This design comes from an exercise in tuning for small area, a short achievable clock period and few clock cycles per item on the open sky130 flow, not from production work.
At most, simulation tests tie the RTL to the original design; equivalence was not proved.

## red
// k_nn
module k_nn #(
    parameter NUMBER_ELEMENTS = 6,
    parameter DATA_WIDTH = 32,
    parameter CLASS_WIDTH = 8,
    parameter NS = 4
)(
    input  wire                     clk,
    input  wire                     rst,  
    output reg                      m_axis_tvalid,
    input  wire                     m_axis_tready,
    output wire [DATA_WIDTH-1:0]    m_axis_tdata,
    output reg                      m_axis_tlast,
    input  wire                     s_axis_tvalid,
    output wire                     s_axis_tready,
    input  wire [DATA_WIDTH-1:0]    s_axis_tdata,
    input  wire                     s_axis_tlast,
    output wire [DATA_WIDTH-1:0]    distance_result
);
For scale: ~3500 cells after synthesis, roughly 41000 um^2 of cells after synthesis.
==> module knn_sqrt_pipeline, before the edit <==
module knn_sqrt_pipeline #(
    parameter [16:0] CUT = 17'b11111111111101010
)(
    input  wire        clk,
    input  wire        rst,       
    input  wire        flush,     
    input  wire        vin,
    input  wire [32:0] data_in,
    output wire        vout,
    output wire [16:0] data_out
);
    wire [35:0] rem_w [0:17];
    wire [35:0] quo_w [0:17];
    wire [35:0] rad_w [0:17];
    wire        v_w   [0:17];
    assign rem_w[0] = 36'd0;
    assign quo_w[0] = 36'd0;          
    assign rad_w[0] = {3'b000, data_in};
    assign v_w[0]   = vin;
    genvar j;
    generate
        for (j = 0; j < 17; j = j + 1) begin : step
            wire [j+2:0] r2 = {rem_w[j][j:0], rad_w[j][33-2*j:32-2*j]};
            localparam [35:0] QMASK = (36'd1 << j) - 36'd1;    
            wire [j:0]   qp = ~quo_w[j][j:0] & QMASK[j:0];
            wire [j+2:0] d  = {qp, 2'b01};
            wire [j+3:0] t  = {1'b0, r2} - {1'b0, d};
            wire         ok = !t[j+3];
            wire [j+1:0] rn = ok ? t[j+1:0] : r2[j+1:0];
            wire [j:0]   qn = {quo_w[j][j:0], !ok};
            if (CUT[j]) begin : reg_s
                reg [j+1:0]      rr;
                reg [j:0]        qr;
                reg [35:0]       sr;
                reg              vr;
                always @(posedge clk) begin
                    if (!rst) vr <= 1'b0;
                    else vr <= v_w[j] & !flush;
                end
                always @(posedge clk) begin
                    rr <= rn;
                    qr <= qn;
                    sr <= rad_w[j];
                end
                assign rem_w[j+1] = rr;
                assign quo_w[j+1] = qr;
                assign rad_w[j+1] = sr;
                assign v_w[j+1]   = vr;
            end else begin : wire_s
                assign rem_w[j+1] = rn;
                assign quo_w[j+1] = qn;
                assign rad_w[j+1] = rad_w[j];
                assign v_w[j+1]   = v_w[j];
            end
        end
    endgenerate
    assign data_out = ~quo_w[17][16:0];
    assign vout     = v_w[17];
endmodule
==> module k_nn, before the edit <==
module k_nn #(
    parameter NUMBER_ELEMENTS = 6,
    parameter DATA_WIDTH = 32,
    parameter CLASS_WIDTH = 8,
    parameter NS = 4
)(
    input  wire                     clk,
    input  wire                     rst,  
    output reg                      m_axis_tvalid,
    input  wire                     m_axis_tready,
    output wire [DATA_WIDTH-1:0]    m_axis_tdata,
    output reg                      m_axis_tlast,
    input  wire                     s_axis_tvalid,
    output wire                     s_axis_tready,
    input  wire [DATA_WIDTH-1:0]    s_axis_tdata,
    input  wire                     s_axis_tlast,
    output wire [DATA_WIDTH-1:0]    distance_result
);
    function [NS-1:0] rot (input [NS-1:0] p);
        rot = {p[NS-2:0], p[NS-1]};
    endfunction
    wire        p_v;
    wire [16:0] p_d;
    reg  [16:0] m_d;
    reg  [5:0]  ko;           
    wire        out_free = !m_axis_tvalid || m_axis_tready;
    wire        commit   = p_v && out_free;
    wire        flush    = p_v && !out_free;
    always @(posedge clk) begin
        if (!rst)
            m_axis_tvalid <= 1'b0;
        else if (out_free)
            m_axis_tvalid <= p_v;
    end
    always @(posedge clk) begin
        if (commit) begin
            m_d          <= p_d;
            m_axis_tlast <= ko[5];
        end
    end
    assign m_axis_tdata = {{(DATA_WIDTH-17){1'b0}}, m_d};
    reg  [31:0] slot [0:NS-1];
    reg  [NS-1:0] wr, com, iss;
    reg  [2:0]  ia, used;
    reg  [5:0]  ik;
    reg         s_rdy;
    reg  [31:0] cur;
    integer c;
    always @(*) begin
        cur = 32'd0;
        for (c = 0; c < NS; c = c + 1)
            cur = cur | ({32{iss[c]}} & slot[c]);
    end
    wire        accept   = s_axis_tvalid && s_rdy;
    wire        can_iss  = ia < used;
    wire        issue    = can_iss && !flush;
    wire        q_done   = commit && ko[5];
    reg  [NS-1:0] iss_n;
    reg  [2:0]  ia_n, used_n;
    reg  [5:0]  ik_n;
    always @(*) begin
        iss_n  = iss;
        ia_n   = ia;
        ik_n   = ik;
        if (flush) begin
            iss_n = com;
            ia_n  = 3'd0;
            ik_n  = ko;
        end else begin
            if (issue) begin
                if (ik[5]) begin
                    iss_n = rot(iss);
                    ia_n  = ia + 3'd1;
                    ik_n  = 6'b000001;
                end else begin
                    ik_n  = {ik[4:0], 1'b0};
                end
            end
            if (q_done)
                ia_n = ia_n - 3'd1;
        end
        used_n = used + {2'b00, accept} - {2'b00, q_done};
    end
    always @(posedge clk) begin
        if (!rst) begin
            wr    <= {{(NS-1){1'b0}}, 1'b1};
            com   <= {{(NS-1){1'b0}}, 1'b1};
            iss   <= {{(NS-1){1'b0}}, 1'b1};
            ia    <= 3'd0;
            used  <= 3'd0;
            ik    <= 6'b000001;
            ko    <= 6'b000001;
            s_rdy <= 1'b0;
        end else begin
            if (accept)
                wr <= rot(wr);
            if (q_done)
                com <= rot(com);
            if (commit)
                ko <= {ko[4:0], ko[5]};
            iss   <= iss_n;
            ia    <= ia_n;
            ik    <= ik_n;
            used  <= used_n;
            s_rdy <= q_done || (accept ? (used < NS-1) : (used < NS));
        end
    end
    assign s_axis_tready = s_rdy;
    integer i;
    always @(posedge clk) begin
        for (i = 0; i < NS; i = i + 1)
            if (s_rdy && wr[i])
                slot[i] <= s_axis_tdata;
    end
    wire        sq_v;
    wire [32:0] sum_sq;
    knn_distance dist_calc (
        .clk(clk), .rst(rst), .flush(flush),
        .vin(issue), .k(ik), .qx(cur[15:0]), .qy(cur[31:16]),
        .vout(sq_v), .sum_sq(sum_sq)
    );
    knn_sqrt_pipeline sqrt_calc (
        .clk(clk), .rst(rst), .flush(flush),
        .vin(sq_v), .data_in(sum_sq),
        .vout(p_v), .data_out(p_d)
    );
    reg  [16:0] nd, sd;
    reg  [1:0]  cnt;
    wire        lt_n = p_d < nd;
    wire        lt_s = p_d < sd;
    always @(posedge clk) begin
        if (commit) begin
            if (ko[0]) begin
                nd  <= p_d;
                sd  <= 17'h1ffff;
                cnt <= 2'd0;
            end else if (ko[1] || ko[2]) begin
                if (lt_n) begin
                    nd <= p_d;
                    sd <= nd;
                end else if (lt_s) begin
                    sd <= p_d;
                end
            end else begin
                if (lt_n)
                    nd <= p_d;
                if (lt_s)
                    cnt <= cnt + 2'd1;
            end
        end
    end
    assign distance_result = {{(CLASS_WIDTH-1){1'b0}}, cnt[1],
                              {(DATA_WIDTH-CLASS_WIDTH-17){1'b0}}, nd};
endmodule
==> flow/config.mk <==
export PLATFORM = sky130hd
export DESIGN_NAME = k_nn
export DESIGN_NICKNAME = k_nn
export VERILOG_FILES = /design/flow/design.v
export SDC_FILE = /design/flow/constraint.sdc
export NUM_CORES = 4
export LEC_CHECK = 0
export ABC_CLOCK_PERIOD_IN_PS = 1900
export CAP_MARGIN = 20
export CORE_MARGIN = 2
export CORE_UTILIZATION = 40
export CTS_CLUSTER_DIAMETER = 120
export CTS_CLUSTER_SIZE = 26
export SLEW_MARGIN = 20
==> flow/constraint.sdc <==
create_clock -name core_clock -period 9.0 [get_ports {clk}]
set_input_delay 1.8000 -clock core_clock [delete_from_list [all_inputs] [get_ports {clk}]]
set_output_delay 1.8000 -clock core_clock [all_outputs]
set_load 0.01 [all_outputs]
standard.sh (not shown) runs the stock make flow with config.mk's settings and CLKGATE_MAP_FILE= SYNTH_SCRIPT=/design/flow/synth_recipe.tcl, a recipe that flattens the netlist after the stock synthesis.
==> flow/flow/run.sh <==
#!/bin/bash
# Standard ORFS layout (the standard.sh, unchanged synthesis), with the
# resizer's setup repair aimed below the 9 ns clock: repair_timing keeps
# working until setup slack reaches SETUP_SLACK_MARGIN.
set -euo pipefail
bash standard.sh SETUP_SLACK_MARGIN=${MARGIN:-5.9} finish > standard.log 2>&1
red completed; timing, DRC and antenna clean
Testbench counts of red, summed over its fixed seeds: cycles 7,832, queries 1,280.
Changes in blue relative to red:
--- a/flow/design.v
+++ b/flow/design.v
@@ -1,6 +1,6 @@
 module knn_sqrt_pipeline #(
-    parameter [16:0] CUT = 17'b11111111111101010
+    parameter [16:0] CUT = 17'b11111111111110101
 )(
     input  wire        clk,
     input  wire        rst,       
     input  wire        flush,     
@@ -1885,9 +1885,9 @@
 module k_nn #(
     parameter NUMBER_ELEMENTS = 6,
     parameter DATA_WIDTH = 32,
     parameter CLASS_WIDTH = 8,
-    parameter NS = 4
+    parameter NS = 5
 )(
     input  wire                     clk,
     input  wire                     rst,  
     output reg                      m_axis_tvalid,
## What came out
blue | status: complete | timing, DRC, antenna: pass. blue and red ended up with nearly the same utilization. Lower HPWL after detailed placement among blue and red: red. Run comparison: red capture point of the critical path used[2]$_SDFF_PN0_; blue capture point of the critical path distance_result[4]. blue: count of buffering cells on the critical path with inverters included 3 below red. When blue is measured against red, its flip-flop and latch count turns out 7.6% higher. Re floorplan die area: blue and red aren't equal, and the higher value belongs to blue.
For blue, only the layout was checked, not whether the RTL still works.

[port drivers added, routing unchanged]
In the flow no input, the clock included, has a driving cell. The finished layouts below were timed again as built, in two steps. Step 1 sets driving cells, clkbuf_16 on the clock port and buf_2 on the other inputs (assumed; they add their load-dependent delay and slew). Step 2, shift: input delay + t, output delay - t, t = (earliest + latest rising clock arrival at the registers) / 2. This alone moves slack from input paths to output paths. a / b / c = ideal / step 1 / step 2; a / b = the first two.
| run | t, ns | slack for setup (ns) | worst hold slack (ns) | worst slew at a driven data input, ns |
|---|---|---|---|---|
| red | 0.673 | 5.937 / 5.893 / 5.308 | 0.327 / 0.327 / 0.327 | 0.06 |
| blue | 0.685 | 5.895 / 5.831 / 5.312 | 0.315 / 0.315 / 0.315 | 0.07 |
After both steps setup and hold are still met in every run listed. The setup slack of red, which loses most, moves by -0.044 ns with the drivers and by -0.629 ns with both steps.
